This design comes from an exercise in tuning for small area and a short achievable clock period on the open sky130 flow, not from production work. The RTL was checked by simulation tests, not by an equivalence proof against the original design. The clock port is modelled as an ideal driver; clocking choices that lean on that would not hold on a real chip. Power is estimated from default activity; no workload was simulated.

$ cat flow/config.mk
export PLATFORM = sky130hd
export DESIGN_NAME = encrypter_top
export DESIGN_NICKNAME = encrypter_top
export VERILOG_FILES = /design/flow/design.v
export SDC_FILE = /design/flow/constraint.sdc
export NUM_CORES = 4
export LEC_CHECK = 0
export CAP_MARGIN = 30
export CORE_MARGIN = 2
export CORE_UTILIZATION = 55
export HOLD_SLACK_MARGIN = 0.1
export SLEW_MARGIN = 30
$ cat flow/constraint.sdc
create_clock -name core_clock -period 22.0 [get_ports {clk}]
set_input_delay 4.4000 -clock core_clock [delete_from_list [all_inputs] [get_ports {clk}]]
set_output_delay 4.4000 -clock core_clock [all_outputs]
set_load 0.01 [all_outputs]
$ cat flow/design.v
`timescale 1ns / 1ps
module encrypter_top(
    input             clk,
    input      [0:79] data_in,
    input      [0:63] master_key,
    input      [0:63] baby_key,
    output reg [0:79] data_out,
    output reg [0:7]  crc
    );
    reg  [0:79] data_q;
    reg  [0:63] master_q;
    reg  [0:63] baby_q;
    wire [0:79] data_c;
    wire [0:7]  crc_c;
    encrypter core (
        .data_in(data_q),
        .master_key(master_q),
        .baby_key(baby_q),
        .data_out(data_c),
        .crc(crc_c)
    );
    always @(posedge clk) begin
        data_q   <= data_in;
        master_q <= master_key;
        baby_q   <= baby_key;
        data_out <= data_c;
        crc      <= crc_c;
    end
endmodule

module CRC(
    input  [0:79] data_in,
    output [0:7]  crc
);
    wire [0:9] col [0:7];
    wire [0:9] par;
    genvar m, c;
    generate
        for (c = 0; c < 10; c = c + 1) begin : COL
            assign par[c] = data_in[c]      ^ data_in[c + 10] ^ data_in[c + 20] ^ data_in[c + 30] ^
                            data_in[c + 40] ^ data_in[c + 50] ^ data_in[c + 60] ^ data_in[c + 70];
        end
        for (c = 0; c < 8; c = c + 1) begin : OUT
            assign crc[c] = par[c + 2] ^ ((c % 2 == 0) ? par[0] : par[1]);
        end
    endgenerate
endmodule
module key_creation(
    input  [0:63] master_key,
    input  [0:63] baby_key,
    output [0:63] final_key,
    output [0:7]  gt
);
    genvar i;
    generate
        for (i = 0; i < 8; i = i + 1) begin : BYTE
            assign gt[i] = master_key[8*i +: 8] > baby_key[8*i +: 8];
            assign final_key[8*i +: 8] = gt[i] ? master_key[8*i +: 8] : baby_key[8*i +: 8];
        end
    endgenerate
endmodule
module bit_level_mixing_encode(
    input  [0:79] data_in,
    input  [0:63] final_key,
    output [0:79] data_out
);
    function [0:7] rotr;
        input [0:7] x;
        input [2:0] s;
        reg   [0:7] a, b;
        begin
            a    = s[0] ? {x[7],   x[0:6]} : x;
            b    = s[1] ? {a[6:7], a[0:5]} : a;
            rotr = s[2] ? {b[4:7], b[0:3]} : b;
        end
    endfunction
    genvar b;
    generate
        for (b = 0; b < 10; b = b + 1) begin : BYTE
            assign data_out[8*b +: 8] = rotr(data_in[8*b +: 8], final_key[8*(b % 8) + 5 +: 3]);
        end
    endgenerate
endmodule
module shift_encoding(
    input  [0:79] data_in,
    input  [0:63] final_key,
    input  [0:63] master_key,
    input  [0:63] baby_key,
    input  [0:7]  key_gt,        
    output [0:79] data_out
);
    function [4:0] res5;
        input [3:0] x;
        reg   [3:0] h, l;
        begin
            h = {x[3] & x[2], x[3] & ~x[2], ~x[3] & x[2], ~x[3] & ~x[2]};
            l = {x[1] & x[0], x[1] & ~x[0], ~x[1] & x[0], ~x[1] & ~x[0]};
            res5[0] = (h[0] & l[0]) | (h[1] & l[1]) | (h[2] & l[2]) | (h[3] & l[3]);
            res5[1] = (h[0] & l[1]) | (h[1] & l[2]) | (h[2] & l[3]);
            res5[2] = (h[0] & l[2]) | (h[1] & l[3]) | (h[3] & l[0]);
            res5[3] = (h[0] & l[3]) | (h[2] & l[0]) | (h[3] & l[1]);
            res5[4] = (h[1] & l[0]) | (h[2] & l[1]) | (h[3] & l[2]);
        end
    endfunction
    function [4:0] add5;
        input [4:0] a, b;
        begin
            add5[0] = (a[0] & b[0]) | (a[1] & b[4]) | (a[2] & b[3]) | (a[3] & b[2]) | (a[4] & b[1]);
            add5[1] = (a[0] & b[1]) | (a[1] & b[0]) | (a[2] & b[4]) | (a[3] & b[3]) | (a[4] & b[2]);
            add5[2] = (a[0] & b[2]) | (a[1] & b[1]) | (a[2] & b[0]) | (a[3] & b[4]) | (a[4] & b[3]);
            add5[3] = (a[0] & b[3]) | (a[1] & b[2]) | (a[2] & b[1]) | (a[3] & b[0]) | (a[4] & b[4]);
            add5[4] = (a[0] & b[4]) | (a[1] & b[3]) | (a[2] & b[2]) | (a[3] & b[1]) | (a[4] & b[0]);
        end
    endfunction
    wire [7:0] kb [0:7];
    wire [4:0] kr [0:7];
    genvar i;
    generate
        for (i = 0; i < 8; i = i + 1) begin : KRES
            wire [7:0] mb = master_key[8*i +: 8];
            wire [7:0] bb = baby_key[8*i +: 8];
            wire [4:0] mr = add5(res5(mb[7:4]), res5(mb[3:0]));
            wire [4:0] br = add5(res5(bb[7:4]), res5(bb[3:0]));
            assign kb[i] = final_key[8*i +: 8];
            assign kr[i] = key_gt[i] ? mr : br;
        end
    endgenerate
    wire [4:0] start5 = add5(add5(add5(kr[0], kr[1]), add5(kr[2], kr[3])),
                             add5(add5(kr[4], kr[5]), add5(kr[6], kr[7])));
    wire       start2 = kb[0][0] ^ kb[1][0] ^ kb[2][0] ^ kb[3][0] ^
                        kb[4][0] ^ kb[5][0] ^ kb[6][0] ^ kb[7][0];
    wire [9:0] st10;
    generate
        for (i = 0; i < 10; i = i + 1) begin : ST10
            assign st10[i] = start5[i % 5] & (start2 == (i % 2));
        end
    endgenerate
    wire [9:1] ts;
    generate
        for (i = 1; i <= 9; i = i + 1) begin : TS
            assign ts[i] = |(st10 >> i);
        end
    endgenerate
    wire [6:0] r7_m   = master_key[0:6];
    wire [6:0] r7_b   = baby_key[0:6];
    wire       top_m  = &r7_m;
    wire       top_b  = &r7_b;
    wire [4:0] s1r_m  = add5(res5(r7_m[6:3]), res5({r7_m[2:0], 1'b1}));
    wire [4:0] s1r_b  = add5(res5(r7_b[6:3]), res5({r7_b[2:0], 1'b1}));
    wire [4:0] sg_m   = s1r_m[0] ? (top_m ? 5'b00010 : 5'b00100) : s1r_m;
    wire [4:0] sg_b   = s1r_b[0] ? (top_b ? 5'b00010 : 5'b00100) : s1r_b;
    wire [4:0] sg     = key_gt[0] ? sg_m : sg_b;
    wire [4:0] sm [0:4];
    assign sm[0] = 5'b00001;
    assign sm[1] = sg;
    assign sm[2] = {sg[2], sg[4], sg[1], sg[3], 1'b0};    
    assign sm[3] = {sg[3], sg[1], sg[4], sg[2], 1'b0};    
    assign sm[4] = {sg[1], sg[2], sg[3], sg[4], 1'b0};    
    wire [4:0] tq [0:4];
    assign tq[0] = start5;
    generate
        for (i = 1; i < 5; i = i + 1) begin : TQ
            assign tq[i] = add5(start5, sm[i]);
        end
    endgenerate
    wire eq31_m = ((r7_m == 7'd15));
    wire eq31_b = ((r7_b == 7'd15));
    wire eq31 = key_gt[0] ? eq31_m : eq31_b;
    wire eq51_m = ((r7_m == 7'd25));
    wire eq51_b = ((r7_b == 7'd25));
    wire eq51 = key_gt[0] ? eq51_m : eq51_b;
    wire eq63_m = ((r7_m == 7'd31));
    wire eq63_b = ((r7_b == 7'd31));
    wire eq63 = key_gt[0] ? eq63_m : eq63_b;
    wire eq73_m = ((r7_m == 7'd36));
    wire eq73_b = ((r7_b == 7'd36));
    wire eq73 = key_gt[0] ? eq73_m : eq73_b;
    wire eq83_m = ((r7_m == 7'd41));
    wire eq83_b = ((r7_b == 7'd41));
    wire eq83 = key_gt[0] ? eq83_m : eq83_b;
    wire eq101_m = ((r7_m == 7'd50));
    wire eq101_b = ((r7_b == 7'd50));
    wire eq101 = key_gt[0] ? eq101_m : eq101_b;
    wire eq109_m = ((r7_m == 7'd54));
    wire eq109_b = ((r7_b == 7'd54));
    wire eq109 = key_gt[0] ? eq109_m : eq109_b;
    wire eq113_m = ((r7_m == 7'd56));
    wire eq113_b = ((r7_b == 7'd56));
    wire eq113 = key_gt[0] ? eq113_m : eq113_b;
    wire eq127_m = ((r7_m == 7'd62) | (r7_m == 7'd63));
    wire eq127_b = ((r7_b == 7'd62) | (r7_b == 7'd63));
    wire eq127 = key_gt[0] ? eq127_m : eq127_b;
    wire eq153_m = ((r7_m == 7'd76));
    wire eq153_b = ((r7_b == 7'd76));
    wire eq153 = key_gt[0] ? eq153_m : eq153_b;
    wire eq159_m = ((r7_m == 7'd79));
    wire eq159_b = ((r7_b == 7'd79));
    wire eq159 = key_gt[0] ? eq159_m : eq159_b;
    wire eq169_m = ((r7_m == 7'd84));
    wire eq169_b = ((r7_b == 7'd84));
    wire eq169 = key_gt[0] ? eq169_m : eq169_b;
    wire eq191_m = ((r7_m == 7'd95));
    wire eq191_b = ((r7_b == 7'd95));
    wire eq191 = key_gt[0] ? eq191_m : eq191_b;
    wire eq199_m = ((r7_m == 7'd99));
    wire eq199_b = ((r7_b == 7'd99));
    wire eq199 = key_gt[0] ? eq199_m : eq199_b;
    wire eq203_m = ((r7_m == 7'd101));
    wire eq203_b = ((r7_b == 7'd101));
    wire eq203 = key_gt[0] ? eq203_m : eq203_b;
    wire eq213_m = ((r7_m == 7'd106));
    wire eq213_b = ((r7_b == 7'd106));
    wire eq213 = key_gt[0] ? eq213_m : eq213_b;
    wire eq219_m = ((r7_m == 7'd109));
    wire eq219_b = ((r7_b == 7'd109));
    wire eq219 = key_gt[0] ? eq219_m : eq219_b;
    wire eq223_m = ((r7_m == 7'd111));
    wire eq223_b = ((r7_b == 7'd111));
    wire eq223 = key_gt[0] ? eq223_m : eq223_b;
    wire eq227_m = ((r7_m == 7'd112) | (r7_m == 7'd113));
    wire eq227_b = ((r7_b == 7'd112) | (r7_b == 7'd113));
    wire eq227 = key_gt[0] ? eq227_m : eq227_b;
    wire eq247_m = ((r7_m == 7'd122) | (r7_m == 7'd123));
    wire eq247_b = ((r7_b == 7'd122) | (r7_b == 7'd123));
    wire eq247 = key_gt[0] ? eq247_m : eq247_b;
    wire eq249_m = ((r7_m == 7'd124));
    wire eq249_b = ((r7_b == 7'd124));
    wire eq249 = key_gt[0] ? eq249_m : eq249_b;
    wire eq251_m = ((r7_m == 7'd125));
    wire eq251_b = ((r7_b == 7'd125));
    wire eq251 = key_gt[0] ? eq251_m : eq251_b;
    wire eq253_m = ((r7_m == 7'd126));
    wire eq253_b = ((r7_b == 7'd126));
    wire eq253 = key_gt[0] ? eq253_m : eq253_b;
    wire ge29_m = ((r7_m[6] | (r7_m[5] | (r7_m[4] | (r7_m[3] & (r7_m[2] & r7_m[1]))))) & ~top_m);
    wire ge29_b = ((r7_b[6] | (r7_b[5] | (r7_b[4] | (r7_b[3] & (r7_b[2] & r7_b[1]))))) & ~top_b);
    wire ge29 = key_gt[0] ? ge29_m : ge29_b;
    wire ge32_m = ((r7_m[6] | (r7_m[5] | r7_m[4])) & ~top_m);
    wire ge32_b = ((r7_b[6] | (r7_b[5] | r7_b[4])) & ~top_b);
    wire ge32 = key_gt[0] ? ge32_m : ge32_b;
    wire ge37_m = ((r7_m[6] | (r7_m[5] | (r7_m[4] & (r7_m[3] | (r7_m[2] | (r7_m[1] | r7_m[0])))))) & ~top_m);
    wire ge37_b = ((r7_b[6] | (r7_b[5] | (r7_b[4] & (r7_b[3] | (r7_b[2] | (r7_b[1] | r7_b[0])))))) & ~top_b);
    wire ge37 = key_gt[0] ? ge37_m : ge37_b;
    wire ge43_m = ((r7_m[6] | (r7_m[5] | (r7_m[4] & (r7_m[3] | (r7_m[2] & (r7_m[1] | r7_m[0])))))) & ~top_m);
    wire ge43_b = ((r7_b[6] | (r7_b[5] | (r7_b[4] & (r7_b[3] | (r7_b[2] & (r7_b[1] | r7_b[0])))))) & ~top_b);
    wire ge43 = key_gt[0] ? ge43_m : ge43_b;
    wire ge52_m = ((r7_m[6] | (r7_m[5] | (r7_m[4] & (r7_m[3] & (r7_m[2] | r7_m[1]))))) & ~top_m);
    wire ge52_b = ((r7_b[6] | (r7_b[5] | (r7_b[4] & (r7_b[3] & (r7_b[2] | r7_b[1]))))) & ~top_b);
    wire ge52 = key_gt[0] ? ge52_m : ge52_b;
    wire ge57_m = ((r7_m[6] | (r7_m[5] | (r7_m[4] & (r7_m[3] & (r7_m[2] | (r7_m[1] & r7_m[0])))))) & ~top_m);
    wire ge57_b = ((r7_b[6] | (r7_b[5] | (r7_b[4] & (r7_b[3] & (r7_b[2] | (r7_b[1] & r7_b[0])))))) & ~top_b);
    wire ge57 = key_gt[0] ? ge57_m : ge57_b;
    wire ge64_m = ((r7_m[6] | r7_m[5]) & ~top_m);
    wire ge64_b = ((r7_b[6] | r7_b[5]) & ~top_b);
    wire ge64 = key_gt[0] ? ge64_m : ge64_b;
    wire ge74_m = ((r7_m[6] | (r7_m[5] & (r7_m[4] | (r7_m[3] | (r7_m[2] & (r7_m[1] | r7_m[0])))))) & ~top_m);
    wire ge74_b = ((r7_b[6] | (r7_b[5] & (r7_b[4] | (r7_b[3] | (r7_b[2] & (r7_b[1] | r7_b[0])))))) & ~top_b);
    wire ge74 = key_gt[0] ? ge74_m : ge74_b;
    wire ge86_m = ((r7_m[6] | (r7_m[5] & (r7_m[4] | (r7_m[3] & (r7_m[2] | r7_m[1]))))) & ~top_m);
    wire ge86_b = ((r7_b[6] | (r7_b[5] & (r7_b[4] | (r7_b[3] & (r7_b[2] | r7_b[1]))))) & ~top_b);
    wire ge86 = key_gt[0] ? ge86_m : ge86_b;
    wire ge96_m = ((r7_m[6] | (r7_m[5] & (r7_m[4] | (r7_m[3] & (r7_m[2] & (r7_m[1] & r7_m[0])))))) & ~top_m);
    wire ge96_b = ((r7_b[6] | (r7_b[5] & (r7_b[4] | (r7_b[3] & (r7_b[2] & (r7_b[1] & r7_b[0])))))) & ~top_b);
    wire ge96 = key_gt[0] ? ge96_m : ge96_b;
    wire ge103_m = ((r7_m[6] | (r7_m[5] & (r7_m[4] & (r7_m[3] | (r7_m[2] | (r7_m[1] & r7_m[0])))))) & ~top_m);
    wire ge103_b = ((r7_b[6] | (r7_b[5] & (r7_b[4] & (r7_b[3] | (r7_b[2] | (r7_b[1] & r7_b[0])))))) & ~top_b);
    wire ge103 = key_gt[0] ? ge103_m : ge103_b;
    wire ge110_m = ((r7_m[6] | (r7_m[5] & (r7_m[4] & (r7_m[3] | (r7_m[2] & (r7_m[1] & r7_m[0])))))) & ~top_m);
    wire ge110_b = ((r7_b[6] | (r7_b[5] & (r7_b[4] & (r7_b[3] | (r7_b[2] & (r7_b[1] & r7_b[0])))))) & ~top_b);
    wire ge110 = key_gt[0] ? ge110_m : ge110_b;
    wire ge114_m = ((r7_m[6] | (r7_m[5] & (r7_m[4] & (r7_m[3] & (r7_m[2] | (r7_m[1] | r7_m[0])))))) & ~top_m);
    wire ge114_b = ((r7_b[6] | (r7_b[5] & (r7_b[4] & (r7_b[3] & (r7_b[2] | (r7_b[1] | r7_b[0])))))) & ~top_b);
    wire ge114 = key_gt[0] ? ge114_m : ge114_b;
    wire ge128_m = (r7_m[6] & ~top_m);
    wire ge128_b = (r7_b[6] & ~top_b);
    wire ge128 = key_gt[0] ? ge128_m : ge128_b;
    wire ge143_m = ((r7_m[6] & (r7_m[5] | (r7_m[4] | (r7_m[3] | (r7_m[2] & (r7_m[1] & r7_m[0])))))) & ~top_m);
    wire ge143_b = ((r7_b[6] & (r7_b[5] | (r7_b[4] | (r7_b[3] | (r7_b[2] & (r7_b[1] & r7_b[0])))))) & ~top_b);
    wire ge143 = key_gt[0] ? ge143_m : ge143_b;
    wire ge147_m = ((r7_m[6] & (r7_m[5] | (r7_m[4] | r7_m[3]))) & ~top_m);
    wire ge147_b = ((r7_b[6] & (r7_b[5] | (r7_b[4] | r7_b[3]))) & ~top_b);
    wire ge147 = key_gt[0] ? ge147_m : ge147_b;
    wire ge154_m = ((r7_m[6] & (r7_m[5] | (r7_m[4] | (r7_m[3] & (r7_m[2] & (r7_m[1] | r7_m[0])))))) & ~top_m);
    wire ge154_b = ((r7_b[6] & (r7_b[5] | (r7_b[4] | (r7_b[3] & (r7_b[2] & (r7_b[1] | r7_b[0])))))) & ~top_b);
    wire ge154 = key_gt[0] ? ge154_m : ge154_b;
    wire ge160_m = ((r7_m[6] & (r7_m[5] | r7_m[4])) & ~top_m);
    wire ge160_b = ((r7_b[6] & (r7_b[5] | r7_b[4])) & ~top_b);
    wire ge160 = key_gt[0] ? ge160_m : ge160_b;
    wire ge171_m = ((r7_m[6] & (r7_m[5] | (r7_m[4] & (r7_m[3] | (r7_m[2] & (r7_m[1] | r7_m[0])))))) & ~top_m);
    wire ge171_b = ((r7_b[6] & (r7_b[5] | (r7_b[4] & (r7_b[3] | (r7_b[2] & (r7_b[1] | r7_b[0])))))) & ~top_b);
    wire ge171 = key_gt[0] ? ge171_m : ge171_b;
    wire ge183_m = ((r7_m[6] & (r7_m[5] | (r7_m[4] & (r7_m[3] & (r7_m[2] | (r7_m[1] & r7_m[0])))))) & ~top_m);
    wire ge183_b = ((r7_b[6] & (r7_b[5] | (r7_b[4] & (r7_b[3] & (r7_b[2] | (r7_b[1] & r7_b[0])))))) & ~top_b);
    wire ge183 = key_gt[0] ? ge183_m : ge183_b;
    wire ge192_m = ((r7_m[6] & r7_m[5]) & ~top_m);
    wire ge192_b = ((r7_b[6] & r7_b[5]) & ~top_b);
    wire ge192 = key_gt[0] ? ge192_m : ge192_b;
    wire ge200_m = ((r7_m[6] & (r7_m[5] & (r7_m[4] | (r7_m[3] | r7_m[2])))) & ~top_m);
    wire ge200_b = ((r7_b[6] & (r7_b[5] & (r7_b[4] | (r7_b[3] | r7_b[2])))) & ~top_b);
    wire ge200 = key_gt[0] ? ge200_m : ge200_b;
    wire ge205_m = ((r7_m[6] & (r7_m[5] & (r7_m[4] | (r7_m[3] | (r7_m[2] & r7_m[1]))))) & ~top_m);
    wire ge205_b = ((r7_b[6] & (r7_b[5] & (r7_b[4] | (r7_b[3] | (r7_b[2] & r7_b[1]))))) & ~top_b);
    wire ge205 = key_gt[0] ? ge205_m : ge205_b;
    wire ge214_m = ((r7_m[6] & (r7_m[5] & (r7_m[4] | (r7_m[3] & (r7_m[2] | (r7_m[1] & r7_m[0])))))) & ~top_m);
    wire ge214_b = ((r7_b[6] & (r7_b[5] & (r7_b[4] | (r7_b[3] & (r7_b[2] | (r7_b[1] & r7_b[0])))))) & ~top_b);
    wire ge214 = key_gt[0] ? ge214_m : ge214_b;
    wire ge220_m = ((r7_m[6] & (r7_m[5] & (r7_m[4] | (r7_m[3] & (r7_m[2] & r7_m[1]))))) & ~top_m);
    wire ge220_b = ((r7_b[6] & (r7_b[5] & (r7_b[4] | (r7_b[3] & (r7_b[2] & r7_b[1]))))) & ~top_b);
    wire ge220 = key_gt[0] ? ge220_m : ge220_b;
    wire ge224_m = ((r7_m[6] & (r7_m[5] & r7_m[4])) & ~top_m);
    wire ge224_b = ((r7_b[6] & (r7_b[5] & r7_b[4])) & ~top_b);
    wire ge224 = key_gt[0] ? ge224_m : ge224_b;
    wire ge228_m = ((r7_m[6] & (r7_m[5] & (r7_m[4] & (r7_m[3] | (r7_m[2] | r7_m[1]))))) & ~top_m);
    wire ge228_b = ((r7_b[6] & (r7_b[5] & (r7_b[4] & (r7_b[3] | (r7_b[2] | r7_b[1]))))) & ~top_b);
    wire ge228 = key_gt[0] ? ge228_m : ge228_b;
    wire g_1_1 = (eq247 & ts[9]) | (eq249 & ts[7]) | (eq251 & ts[5]) | (eq253 & ts[3]);
    wire g_2_1 = ge128 | (eq127 & ts[2]);
    wire g_2_2 = (eq253 & ts[6]);
    wire g_3_1 = ge86 | (eq83 & ts[7]);
    wire g_3_2 = ge171 | (eq169 & ts[5]);
    wire g_3_3 = (eq253 & ts[9]);
    wire g_4_1 = ge64 | (eq63 & ts[4]);
    wire g_4_2 = ge128 | (eq127 & ts[4]);
    wire g_4_3 = ge192 | (eq191 & ts[4]);
    wire g_4_4 = 1'b0;
    wire g_5_1 = ge52 | (eq51 & ts[1]);
    wire g_5_2 = ge103 | (eq101 & ts[7]);
    wire g_5_3 = ge154 | (eq153 & ts[3]);
    wire g_5_4 = ge205 | (eq203 & ts[9]);
    wire g_5_5 = 1'b0;
    wire g_6_1 = ge43;
    wire g_6_2 = ge86;
    wire g_6_3 = ge128 | (eq127 & ts[6]);
    wire g_6_4 = ge171;
    wire g_6_5 = ge214 | (eq213 & ts[2]);
    wire g_6_6 = 1'b0;
    wire g_7_1 = ge37;
    wire g_7_2 = ge74 | (eq73 & ts[1]);
    wire g_7_3 = ge110 | (eq109 & ts[5]);
    wire g_7_4 = ge147;
    wire g_7_5 = ge183;
    wire g_7_6 = ge220 | (eq219 & ts[3]);
    wire g_7_7 = 1'b0;
    wire g_8_1 = ge32 | (eq31 & ts[8]);
    wire g_8_2 = ge64 | (eq63 & ts[8]);
    wire g_8_3 = ge96;
    wire g_8_4 = ge128 | (eq127 & ts[8]);
    wire g_8_5 = ge160 | (eq159 & ts[8]);
    wire g_8_6 = ge192 | (eq191 & ts[8]);
    wire g_8_7 = ge224 | (eq223 & ts[8]);
    wire g_8_8 = 1'b0;
    wire g_9_1 = ge29;
    wire g_9_2 = ge57;
    wire g_9_3 = ge86;
    wire g_9_4 = ge114 | (eq113 & ts[7]);
    wire g_9_5 = ge143;
    wire g_9_6 = ge171;
    wire g_9_7 = ge200 | (eq199 & ts[1]);
    wire g_9_8 = ge228 | (eq227 & ts[5]);
    wire g_9_9 = 1'b0;
    wire [4:0] ix5 [0:9];
    assign ix5[0] = start5;
    wire n1_0 = ~g_1_1;
    wire n1_1 = g_1_1;
    wire n1_2 = 1'b0;
    wire n1_3 = 1'b0;
    wire n1_4 = 1'b0;
    assign ix5[1][0] = (n1_0 & tq[1][0]) | (n1_1 & tq[1][1]);
    assign ix5[1][1] = (n1_0 & tq[1][1]) | (n1_1 & tq[1][2]);
    assign ix5[1][2] = (n1_0 & tq[1][2]) | (n1_1 & tq[1][3]);
    assign ix5[1][3] = (n1_0 & tq[1][3]) | (n1_1 & tq[1][4]);
    assign ix5[1][4] = (n1_0 & tq[1][4]) | (n1_1 & tq[1][0]);
    wire n2_0 = ~g_2_1;
    wire n2_1 = (g_2_1 & ~g_2_2);
    wire n2_2 = g_2_2;
    wire n2_3 = 1'b0;
    wire n2_4 = 1'b0;
    assign ix5[2][0] = (n2_0 & tq[2][0]) | (n2_1 & tq[2][1]) | (n2_2 & tq[2][2]);
    assign ix5[2][1] = (n2_0 & tq[2][1]) | (n2_1 & tq[2][2]) | (n2_2 & tq[2][3]);
    assign ix5[2][2] = (n2_0 & tq[2][2]) | (n2_1 & tq[2][3]) | (n2_2 & tq[2][4]);
    assign ix5[2][3] = (n2_0 & tq[2][3]) | (n2_1 & tq[2][4]) | (n2_2 & tq[2][0]);
    assign ix5[2][4] = (n2_0 & tq[2][4]) | (n2_1 & tq[2][0]) | (n2_2 & tq[2][1]);
    wire n3_0 = ~g_3_1;
    wire n3_1 = (g_3_1 & ~g_3_2);
    wire n3_2 = (g_3_2 & ~g_3_3);
    wire n3_3 = g_3_3;
    wire n3_4 = 1'b0;
    assign ix5[3][0] = (n3_0 & tq[3][0]) | (n3_1 & tq[3][1]) | (n3_2 & tq[3][2]) | (n3_3 & tq[3][3]);
    assign ix5[3][1] = (n3_0 & tq[3][1]) | (n3_1 & tq[3][2]) | (n3_2 & tq[3][3]) | (n3_3 & tq[3][4]);
    assign ix5[3][2] = (n3_0 & tq[3][2]) | (n3_1 & tq[3][3]) | (n3_2 & tq[3][4]) | (n3_3 & tq[3][0]);
    assign ix5[3][3] = (n3_0 & tq[3][3]) | (n3_1 & tq[3][4]) | (n3_2 & tq[3][0]) | (n3_3 & tq[3][1]);
    assign ix5[3][4] = (n3_0 & tq[3][4]) | (n3_1 & tq[3][0]) | (n3_2 & tq[3][1]) | (n3_3 & tq[3][2]);
    wire n4_0 = ~g_4_1;
    wire n4_1 = (g_4_1 & ~g_4_2);
    wire n4_2 = (g_4_2 & ~g_4_3);
    wire n4_3 = (g_4_3 & ~g_4_4);
    wire n4_4 = g_4_4;
    assign ix5[4][0] = (n4_0 & tq[4][0]) | (n4_1 & tq[4][1]) | (n4_2 & tq[4][2]) | (n4_3 & tq[4][3]) | (n4_4 & tq[4][4]);
    assign ix5[4][1] = (n4_0 & tq[4][1]) | (n4_1 & tq[4][2]) | (n4_2 & tq[4][3]) | (n4_3 & tq[4][4]) | (n4_4 & tq[4][0]);
    assign ix5[4][2] = (n4_0 & tq[4][2]) | (n4_1 & tq[4][3]) | (n4_2 & tq[4][4]) | (n4_3 & tq[4][0]) | (n4_4 & tq[4][1]);
    assign ix5[4][3] = (n4_0 & tq[4][3]) | (n4_1 & tq[4][4]) | (n4_2 & tq[4][0]) | (n4_3 & tq[4][1]) | (n4_4 & tq[4][2]);
    assign ix5[4][4] = (n4_0 & tq[4][4]) | (n4_1 & tq[4][0]) | (n4_2 & tq[4][1]) | (n4_3 & tq[4][2]) | (n4_4 & tq[4][3]);
    wire n5_0 = ~g_5_1 | g_5_5;
    wire n5_1 = (g_5_1 & ~g_5_2);
    wire n5_2 = (g_5_2 & ~g_5_3);
    wire n5_3 = (g_5_3 & ~g_5_4);
    wire n5_4 = (g_5_4 & ~g_5_5);
    assign ix5[5][0] = (n5_0 & tq[0][0]) | (n5_1 & tq[0][1]) | (n5_2 & tq[0][2]) | (n5_3 & tq[0][3]) | (n5_4 & tq[0][4]);
    assign ix5[5][1] = (n5_0 & tq[0][1]) | (n5_1 & tq[0][2]) | (n5_2 & tq[0][3]) | (n5_3 & tq[0][4]) | (n5_4 & tq[0][0]);
    assign ix5[5][2] = (n5_0 & tq[0][2]) | (n5_1 & tq[0][3]) | (n5_2 & tq[0][4]) | (n5_3 & tq[0][0]) | (n5_4 & tq[0][1]);
    assign ix5[5][3] = (n5_0 & tq[0][3]) | (n5_1 & tq[0][4]) | (n5_2 & tq[0][0]) | (n5_3 & tq[0][1]) | (n5_4 & tq[0][2]);
    assign ix5[5][4] = (n5_0 & tq[0][4]) | (n5_1 & tq[0][0]) | (n5_2 & tq[0][1]) | (n5_3 & tq[0][2]) | (n5_4 & tq[0][3]);
    wire n6_0 = ~g_6_1 | (g_6_5 & ~g_6_6);
    wire n6_1 = (g_6_1 & ~g_6_2) | g_6_6;
    wire n6_2 = (g_6_2 & ~g_6_3);
    wire n6_3 = (g_6_3 & ~g_6_4);
    wire n6_4 = (g_6_4 & ~g_6_5);
    assign ix5[6][0] = (n6_0 & tq[1][0]) | (n6_1 & tq[1][1]) | (n6_2 & tq[1][2]) | (n6_3 & tq[1][3]) | (n6_4 & tq[1][4]);
    assign ix5[6][1] = (n6_0 & tq[1][1]) | (n6_1 & tq[1][2]) | (n6_2 & tq[1][3]) | (n6_3 & tq[1][4]) | (n6_4 & tq[1][0]);
    assign ix5[6][2] = (n6_0 & tq[1][2]) | (n6_1 & tq[1][3]) | (n6_2 & tq[1][4]) | (n6_3 & tq[1][0]) | (n6_4 & tq[1][1]);
    assign ix5[6][3] = (n6_0 & tq[1][3]) | (n6_1 & tq[1][4]) | (n6_2 & tq[1][0]) | (n6_3 & tq[1][1]) | (n6_4 & tq[1][2]);
    assign ix5[6][4] = (n6_0 & tq[1][4]) | (n6_1 & tq[1][0]) | (n6_2 & tq[1][1]) | (n6_3 & tq[1][2]) | (n6_4 & tq[1][3]);
    wire n7_0 = ~g_7_1 | (g_7_5 & ~g_7_6);
    wire n7_1 = (g_7_1 & ~g_7_2) | (g_7_6 & ~g_7_7);
    wire n7_2 = (g_7_2 & ~g_7_3) | g_7_7;
    wire n7_3 = (g_7_3 & ~g_7_4);
    wire n7_4 = (g_7_4 & ~g_7_5);
    assign ix5[7][0] = (n7_0 & tq[2][0]) | (n7_1 & tq[2][1]) | (n7_2 & tq[2][2]) | (n7_3 & tq[2][3]) | (n7_4 & tq[2][4]);
    assign ix5[7][1] = (n7_0 & tq[2][1]) | (n7_1 & tq[2][2]) | (n7_2 & tq[2][3]) | (n7_3 & tq[2][4]) | (n7_4 & tq[2][0]);
    assign ix5[7][2] = (n7_0 & tq[2][2]) | (n7_1 & tq[2][3]) | (n7_2 & tq[2][4]) | (n7_3 & tq[2][0]) | (n7_4 & tq[2][1]);
    assign ix5[7][3] = (n7_0 & tq[2][3]) | (n7_1 & tq[2][4]) | (n7_2 & tq[2][0]) | (n7_3 & tq[2][1]) | (n7_4 & tq[2][2]);
    assign ix5[7][4] = (n7_0 & tq[2][4]) | (n7_1 & tq[2][0]) | (n7_2 & tq[2][1]) | (n7_3 & tq[2][2]) | (n7_4 & tq[2][3]);
    wire n8_0 = ~g_8_1 | (g_8_5 & ~g_8_6);
    wire n8_1 = (g_8_1 & ~g_8_2) | (g_8_6 & ~g_8_7);
    wire n8_2 = (g_8_2 & ~g_8_3) | (g_8_7 & ~g_8_8);
    wire n8_3 = (g_8_3 & ~g_8_4) | g_8_8;
    wire n8_4 = (g_8_4 & ~g_8_5);
    assign ix5[8][0] = (n8_0 & tq[3][0]) | (n8_1 & tq[3][1]) | (n8_2 & tq[3][2]) | (n8_3 & tq[3][3]) | (n8_4 & tq[3][4]);
    assign ix5[8][1] = (n8_0 & tq[3][1]) | (n8_1 & tq[3][2]) | (n8_2 & tq[3][3]) | (n8_3 & tq[3][4]) | (n8_4 & tq[3][0]);
    assign ix5[8][2] = (n8_0 & tq[3][2]) | (n8_1 & tq[3][3]) | (n8_2 & tq[3][4]) | (n8_3 & tq[3][0]) | (n8_4 & tq[3][1]);
    assign ix5[8][3] = (n8_0 & tq[3][3]) | (n8_1 & tq[3][4]) | (n8_2 & tq[3][0]) | (n8_3 & tq[3][1]) | (n8_4 & tq[3][2]);
    assign ix5[8][4] = (n8_0 & tq[3][4]) | (n8_1 & tq[3][0]) | (n8_2 & tq[3][1]) | (n8_3 & tq[3][2]) | (n8_4 & tq[3][3]);
    wire n9_0 = ~g_9_1 | (g_9_5 & ~g_9_6);
    wire n9_1 = (g_9_1 & ~g_9_2) | (g_9_6 & ~g_9_7);
    wire n9_2 = (g_9_2 & ~g_9_3) | (g_9_7 & ~g_9_8);
    wire n9_3 = (g_9_3 & ~g_9_4) | (g_9_8 & ~g_9_9);
    wire n9_4 = (g_9_4 & ~g_9_5) | g_9_9;
    assign ix5[9][0] = (n9_0 & tq[4][0]) | (n9_1 & tq[4][1]) | (n9_2 & tq[4][2]) | (n9_3 & tq[4][3]) | (n9_4 & tq[4][4]);
    assign ix5[9][1] = (n9_0 & tq[4][1]) | (n9_1 & tq[4][2]) | (n9_2 & tq[4][3]) | (n9_3 & tq[4][4]) | (n9_4 & tq[4][0]);
    assign ix5[9][2] = (n9_0 & tq[4][2]) | (n9_1 & tq[4][3]) | (n9_2 & tq[4][4]) | (n9_3 & tq[4][0]) | (n9_4 & tq[4][1]);
    assign ix5[9][3] = (n9_0 & tq[4][3]) | (n9_1 & tq[4][4]) | (n9_2 & tq[4][0]) | (n9_3 & tq[4][1]) | (n9_4 & tq[4][2]);
    assign ix5[9][4] = (n9_0 & tq[4][4]) | (n9_1 & tq[4][0]) | (n9_2 & tq[4][1]) | (n9_3 & tq[4][2]) | (n9_4 & tq[4][3]);
    wire [4:0] sel [0:9];
    genvar j, k;
    generate
        for (j = 0; j < 10; j = j + 1) begin : SEL
            if (j >= 8) begin : LAST
                assign sel[j] = ix5[j];
            end else if (j >= 6) begin : L1
                assign sel[j] = ix5[j] & ~ix5[j+2];
            end else if (j >= 4) begin : L2
                assign sel[j] = ix5[j] & ~(ix5[j+2] | ix5[j+4]);
            end else if (j >= 2) begin : L3
                assign sel[j] = ix5[j] & ~(ix5[j+2] | ix5[j+4] | ix5[j+6]);
            end else begin : L4
                assign sel[j] = ix5[j] & ~(ix5[j+2] | ix5[j+4] | ix5[j+6] | ix5[j+8]);
            end
        end
    endgenerate
    wire [7:0] ev [0:4];
    wire [7:0] od [0:4];
    generate
        for (k = 0; k < 5; k = k + 1) begin : SLOT
            assign ev[k] = ({8{sel[0][k]}} & data_in[0:7])   | ({8{sel[2][k]}} & data_in[16:23]) |
                           ({8{sel[4][k]}} & data_in[32:39]) | ({8{sel[6][k]}} & data_in[48:55]) |
                           ({8{sel[8][k]}} & data_in[64:71]);
            assign od[k] = ({8{sel[1][k]}} & data_in[8:15])  | ({8{sel[3][k]}} & data_in[24:31]) |
                           ({8{sel[5][k]}} & data_in[40:47]) | ({8{sel[7][k]}} & data_in[56:63]) |
                           ({8{sel[9][k]}} & data_in[72:79]);
        end
    endgenerate
    genvar p;
    generate
        for (p = 0; p < 10; p = p + 1) begin : POS
            assign data_out[8*p +: 8] = ((p % 2) == 0) ? (start2 ? od[p % 5] : ev[p % 5])
                                                       : (start2 ? ev[p % 5] : od[p % 5]);
        end
    endgenerate
endmodule
`timescale 1ns / 1ps
module xor_encoding(
        input [0:79] data_in,
        input [0:63] final_key,
        output [0:79] data_out
    );
    assign data_out[0:7] = data_in[0:7] ^ final_key[0:7];
    assign data_out[8:15] = data_in[8:15] ^ final_key[8:15];
    assign data_out[16:23] = data_in[16:23] ^ final_key[16:23];
    assign data_out[24:31] = data_in[24:31] ^ final_key[24:31];
    assign data_out[32:39] = data_in[32:39] ^ final_key[32:39];
    assign data_out[40:47] = data_in[40:47] ^ final_key[40:47];
    assign data_out[48:55] = data_in[48:55] ^ final_key[48:55];
    assign data_out[56:63] = data_in[56:63] ^ final_key[56:63];
    assign data_out[64:71] = data_in[64:71] ^ final_key[0:7];
    assign data_out[72:79] = data_in[72:79] ^ final_key[8:15];    
endmodule
`timescale 1ns / 1ps
module encrypter(
    input [0:79] data_in,
    input [0:63] master_key,
    input [0:63] baby_key,
    output [0:79] data_out,
    output [0:7] crc
    );
    wire [0:63] final_key;
    wire [0:7]  key_gt;
    wire [0:79] stage_1_out;
    wire [0:79] stage_2_out;
    CRC stage_crc( .data_in(data_in), .crc(crc));
    key_creation creat_key( .master_key(master_key), .baby_key(baby_key), .final_key(final_key), .gt(key_gt) );
    bit_level_mixing_encode stage_1( .data_in(data_in), .data_out(stage_1_out), .final_key(final_key));
    shift_encoding stage_2( .data_in(stage_1_out), .final_key(final_key), .master_key(master_key),
                            .baby_key(baby_key), .key_gt(key_gt), .data_out(stage_2_out));
    xor_encoding stage_3( .data_in(stage_2_out), .final_key(final_key), .data_out(data_out));
endmodule
$ cat flow/flow/run.sh
#!/bin/bash
# Layout flow: the standard ORFS flow, except that synthesis maps the
# logic with flow/abc.script (delay-targeted mapping with area recovery)
# instead of ORFS's ABC speed script, and leaves adders to ABC instead of
# extracting full/half adder cells. Registers, flattening and renaming are
# those of the standard synthesis. Placement buffers the ports with buf_1,
# CTS uses clkbuf_8 without dummy loads, and the output registers' clock is
# delayed as a group after CTS (flow/pre_cts.tcl, flow/post_cts.tcl).
set -uo pipefail
export MY_ABC_SCRIPT="$PWD/flow/abc.script"
export SKEW_CELLS=2 SKEW_CELL=sky130_fd_sc_hd__clkdlybuf4s25_1
bash standard.sh SYNTH_SCRIPT="$PWD/flow/my_synth.tcl" ADDER_MAP_FILE= \
    SETUP_SLACK_MARGIN=15.6 \
    SKIP_CTS_REPAIR_TIMING=1 \
    PRE_CTS_TCL="$PWD/flow/pre_cts.tcl" POST_CTS_TCL="$PWD/flow/post_cts.tcl" \
    "BUFFER_PORTS_ARGS=-buffer_cell sky130_fd_sc_hd__buf_1" \
    "CTS_ARGS=-sink_clustering_enable -repair_clock_nets -dont_use_dummy_load -buf_list {sky130_fd_sc_hd__clkbuf_8 sky130_fd_sc_hd__clkbuf_16}" \
    finish > flow_make.log 2>&1
status=$?
cp -f orfs/logs/*/*/*/*.log . 2>/dev/null || true
exit $status
$ cat flow/flow/abc.script
strash
dch
map -D 4500
topo
stime -c
buffer -c
upsize -c -D 4500
dnsize -c -D 4500
$ cat flow/flow/my_synth.tcl
# synth_recipe.tcl with ABC's technology mapping script replaced.
proc synth {args} { yosys synth -nofsm -noshare {*}$args }
proc abc {args} {
  set out {}
  set i 0
  while {$i < [llength $args]} {
    set a [lindex $args $i]
    if {$a eq "-script"} {
      lappend out -script $::env(MY_ABC_SCRIPT)
      incr i 2
      continue
    }
    if {$a eq "-D"} {
      incr i 2
      continue
    }
    lappend out $a
    incr i
  }
  puts "abc (flow/abc.script): $out"
  yosys abc {*}$out
}
source $::env(SCRIPTS_DIR)/synth.tcl
# left out here: clear keep_hierarchy, flatten, clean up, hide names made inside functions, write 1_2_yosys.v
$ cat flow/flow/post_cts.tcl
# After CTS: delay the output registers' clock (see pre_cts.tcl) by a chain
# of delay cells in front of skew_out_buf, then repair timing with the skew
# in place.
set skew_block [ord::get_db_block]
set skew_db [ord::get_db]
set skew_cells [expr {[info exists ::env(SKEW_CELLS)] ? $::env(SKEW_CELLS) : 2}]
set skew_master [$skew_db findMaster [expr {[info exists ::env(SKEW_CELL)] ? $::env(SKEW_CELL) : "sky130_fd_sc_hd__clkdlybuf4s25_1"}]]
set skew_inst [$skew_block findInst skew_out_buf]
set skew_a [$skew_inst findITerm A]
set skew_prev [$skew_a getNet]
$skew_a disconnect
set skew_loc [$skew_inst getLocation]
for {set k 0} {$k < $skew_cells} {incr k} {
  set d [odb::dbInst_create $skew_block $skew_master skew_dly_$k]
  set dn [odb::dbNet_create $skew_block clk_skew_dly_$k]
  $dn setSigType CLOCK
  [$d findITerm A] connect $skew_prev
  [$d findITerm X] connect $dn
  $d setLocation [lindex $skew_loc 0] [lindex $skew_loc 1]
  $d setPlacementStatus PLACED
  set skew_prev $dn
}
$skew_a connect $skew_prev
puts "post_cts: $skew_cells delay cells in front of skew_out_buf"
detailed_placement
estimate_parasitics -placement
# cts.tcl's own repair is skipped (SKIP_CTS_REPAIR_TIMING=1) so that it
# sees this skew; the same steps follow here.
repair_timing_helper
detailed_placement
check_placement -verbose
$ cat flow/flow/pre_cts.tcl
set skew_block [ord::get_db_block]
set skew_db [ord::get_db]
set skew_clknet [$skew_block findNet clk]
set skew_inst [odb::dbInst_create $skew_block [$skew_db findMaster sky130_fd_sc_hd__clkbuf_8] skew_out_buf]
set skew_net [odb::dbNet_create $skew_block clk_skew_out]
$skew_net setSigType CLOCK
[$skew_inst findITerm A] connect $skew_clknet
[$skew_inst findITerm X] connect $skew_net
set skew_n 0
set skew_x 0
set skew_y 0
foreach it [$skew_clknet getITerms] {
  set inst [$it getInst]
  if {[regexp {^(data_out|crc)\\?\[} [$inst getName]] && [[$it getMTerm] getName] eq "CLK"} {
    $it disconnect
    $it connect $skew_net
    set loc [$inst getLocation]
    incr skew_x [lindex $loc 0]
    incr skew_y [lindex $loc 1]
    incr skew_n
  }
}
puts "pre_cts: moved $skew_n output register clock pins to clk_skew_out"
$skew_inst setLocation [expr {$skew_x / $skew_n}] [expr {$skew_y / $skew_n}]
$skew_inst setPlacementStatus PLACED
detailed_placement
$ cat flow/standard.sh
#!/bin/bash
# synth_recipe.tcl (not shown) runs the flow's synth.tcl, then flattens the netlist and writes it again
# the make line also repeats each setting of config.mk as NAME=value (left out here)
make -C /OpenROAD-flow-scripts/flow DESIGN_CONFIG=/design/flow/config.mk WORK_HOME=/design/flow/orfs CLKGATE_MAP_FILE= SYNTH_SCRIPT=/design/flow/synth_recipe.tcl "${@:-finish}"
==> run_results.csv <==
group,metric,value,unit
placement,place.gp.congestion,1.08,
worst_setup_path,cp_num_buf_inv,1,
sta,slew_headroom,0.175,
sta,finalHoldViolCount,0,
yosys,ys_warn_count,3,
floorplanning,row_count,77,
worst_setup_path,setup.worst_path.start,"data_out[56]",
placement,dp_cells,4699,
drt,viasPerCell,6.13,
global_routing,grt_pass1_vias,26120,
yosys,yosys.cell_types.count,80,
yosys,yosys_most_used_dff,"dfxtp_1",
yosys,syn_avg_cell_area,6.41,sq um
sta,rsz0062_at_grt,"true",
placement,dp_hpwl,74.7,mm
cts,clk_pin_slew,0.07,ns
sta,min_period,6.35,ns
floorplanning,ioPinCount,297,
power,p_per_area,120,nW/um^2
power,p_total,3.55,mW
sta,fin_tns_setup,0,ns
floorplanning,dieArea,46600,sq um
worst_setup_path,crit_path_start_kind,"register",
power,leakagePower,13.1,nW
worst_setup_path,worstSetupPathType,"register to output pin",
sta,max_clock_freq,157,MHz
hold_path,hp-class,"register to register",
yosys,synth_edf_count,0,
yosys,ys_ff_latch,296,
drt,drt_iter0_markers,4171,
finish,area_growth,20.1,%
global_routing,grt_pass1_wl,145,mm
cts,cts_tree,"yes",
power,peakVddDrop,0.106,mV
sta,report.final.slew_viol_count,0,
drt,ant_nets,0,
floorplanning,die_w,216,um
sta,setup_viol,0,
drt,vias,29804,
finish,fin_nets,4481,
hold_path,hold_path_depth,2,
sta,tightest_slew,1.22,ns
status,status,"timing/DRC/antenna clean",
global_routing,grt_max_degree,52,
worst_setup_path,crit_fanout,1,
global_routing,antenna_found_initial,2,
yosys,synthCells,3853,
drt,drtPass1Iterations,27,
sta,clock-skew-final,0.662,ns
sta,whs,0.0868,ns
global_routing,grt.total_usage,0.393,
yosys,syn-num-nets,4062,
drt,wire_per_inst,20.3,um
yosys,syn-cell-area,24700,sq um
worst_setup_path,timing.rr.start,"baby_q[0]",
worst_setup_path,r2r_cells,37,
drt,drc,0,
floorplanning,die_h,216,um
run,maxCapViolations,0,
sta,period_share,0.289,
worst_setup_path,cp_cell_sequence,"buf_1",
finish,utilization,0.670,
placement,io_buffers,296,
worst_setup_path,slowest_stage,"dfxtp_1",
finish,final_layout_size_suffix_gt1_frac,0.111,
worst_setup_path,crit_arrival,1.95,ns
drt,route.final.wire_length,98.5,mm
worst_setup_path,crit_cells,1,
worst_setup_path,cpLargestDelayFamily,"flip-flops",
floorplanning,start_util,0.558,
floorplanning,core_area,44300,sq um
worst_setup_path,required,17.60,ns
worst_setup_path,max_stage_delay,0.49,ns
hold_path,hp-start,"baby_q[51]",
global_routing,grt_overflow,0,
worst_setup_path,critPathCaptureType,"output pin",
yosys,synth_seq_area_share,0.240,
yosys,synthArstFlopShare,0,
finish,fin_cells,4863,
cts,clk_latency,1.27,ns
[registers in the layout, indices dropped and copies added (netlist names)]
name / cells
master_q: 64
crc: 8
baby_q: 64
data_out: 80
data_q: 80
[report_power, final]
part | total (mW) | internal, mW | switching, mW | leakage (nW)
combinational | 2.29 | 0.813 | 1.47 | 10.2
clock | 0.517 | 0.293 | 0.224 | 0.458
sequential | 0.745 | 0.659 | 0.0860 | 2.50
total | 3.55 | 1.77 | 1.78 | 13.1
[cell families (layout without fill, tap and decap cells)]
group | count (synthesis) | after routing | synth area share
other cells | 0 | 1 | 0
mux | 74 | 74 | 0.0300
compound gates | 1136 | 1137 | 0.313
flops | 296 | 296 | 0.240
buf+inv | 737 | 1148 | 0.114
simple gates | 1443 | 1448 | 0.242
xor+xnor | 167 | 167 | 0.0601
[synthesized netlist by cell type, types with 6 or more instances]
cell / count / share of area
buf_1: 9 / 0.0014
o22ai_1: 185 / 0.047
nand4_1: 51 / 0.013
dfxtp_1: 296 / 0.24
o21ai_1: 71 / 0.014
a21oi_1: 118 / 0.024
xnor2_1: 67 / 0.024
o21ai_0: 214 / 0.043
o21bai_1: 10 / 0.0030
nor3b_2: 7 / 0.0035
buf_4: 7 / 0.0021
and3_1: 11 / 0.0028
a221oi_2: 11 / 0.0067
o21a_1: 30 / 0.0091
a22o_1: 12 / 0.0043
nor2_1: 478 / 0.073
buf_2: 26 / 0.0053
o211ai_1: 34 / 0.010
nor3_1: 20 / 0.0041
nor4_1: 13 / 0.0033
inv_2: 30 / 0.0046
clkbuf_1: 39 / 0.0059
nor3_2: 6 / 0.0024
inv_1: 621 / 0.094
a21boi_0: 7 / 0.0021
nand3_1: 58 / 0.012
a211oi_1: 30 / 0.0091
o221ai_1: 37 / 0.013
nor2_2: 8 / 0.0020
a221oi_1: 60 / 0.021
a22oi_1: 206 / 0.063
xor2_1: 97 / 0.034
nand2_2: 8 / 0.0020
a31oi_1: 18 / 0.0046
or2_2: 12 / 0.0030
nand2_1: 751 / 0.11
mux2i_1: 74 / 0.030
o2111ai_1: 36 / 0.013
[metal layers]
metal,routed length [um],vias to the layer above,part of all wire,track usage
met5,91,-,0.00092,0.00625
met3,11700,456,0.12,0.0967
met4,6910,4,0.070,0.221
met2,41800,1969,0.42,0.606
met1,38100,13275,0.39,0.502
li1,-,14100,-,-
[worst paths after layout]
path / slack, ns / to
setup / recovery: 15.65 / data_out[56]
hold / removal: 0.09 / data_out[51]
setup reg to reg: 15.73 / data_out[46]
hold reg to reg: 0.09 / data_out[51]
[layout by cell type, fill, tap and decap left out, types with 33 or more instances in the layout]
master and count:
nand2_1 737, o21ai_0 205, inv_1 617, nand4_1 51, nor2_1 462, buf_4 134
clkbuf_16 37, dfxtp_1 285, mux2i_1 68, buf_1 296, a22oi_1 198, nand3_1 39
a221oi_1 38, o2111ai_1 33, o21ai_1 66, o221ai_1 34, xor2_1 96, a21oi_1 115
xnor2_1 67, o22ai_1 181, o211ai_1 34
[stage by stage]
step	instance area, sq um	setup slack [ns]
final	29700	15.65
after global routing	29700	15.41
after detailed placement	26600	13.91
after global placement	26500	13.98
after floorplan	24700	16.40
[layout make-up, clock buffers not listed]
| class | count | area, sq um |
|---|---|---|
| plain buffers | 3 | 33.8 |
| multi-input cells | 2826 | 17100 |
| repair buffers | 453 | 2460 |
| fillers | 4034 | 14600 |
| flip-flops and latches | 296 | 5940 |
| inverters | 656 | 2470 |
| diodes | 1 | 2.50 |
| well taps | 592 | 741 |

==> afterwards: timing with drivers on the ports <==
The results above use ideal ports. As a check the final layout listed here was re-extracted and re-timed, cells and wires unchanged.
Step 1, drivers: a clkbuf_16 drives clk and a buf_2 each remaining input, both assumed.
Step 2, shift: input delay + t, output delay - t, t = (earliest + latest rising clock arrival at the registers) / 2. This alone moves slack from input paths to output paths.
Three values: ideal ports, drivers, drivers and shift; two values: the first two.
t, ns: 1.016
setup WS [ns]: 15.647 / 15.571 / 15.725
clock arrival spread, ns: 0.662 / 0.662
worst register clock-pin slew, ns: 0.07 / 0.07
Clock arrivals are far apart in this run, so t is only a midpoint there and step 2 fits no single register. For this run, drivers alone change the setup slack by -0.076 ns; drivers and shift together by +0.078 ns.
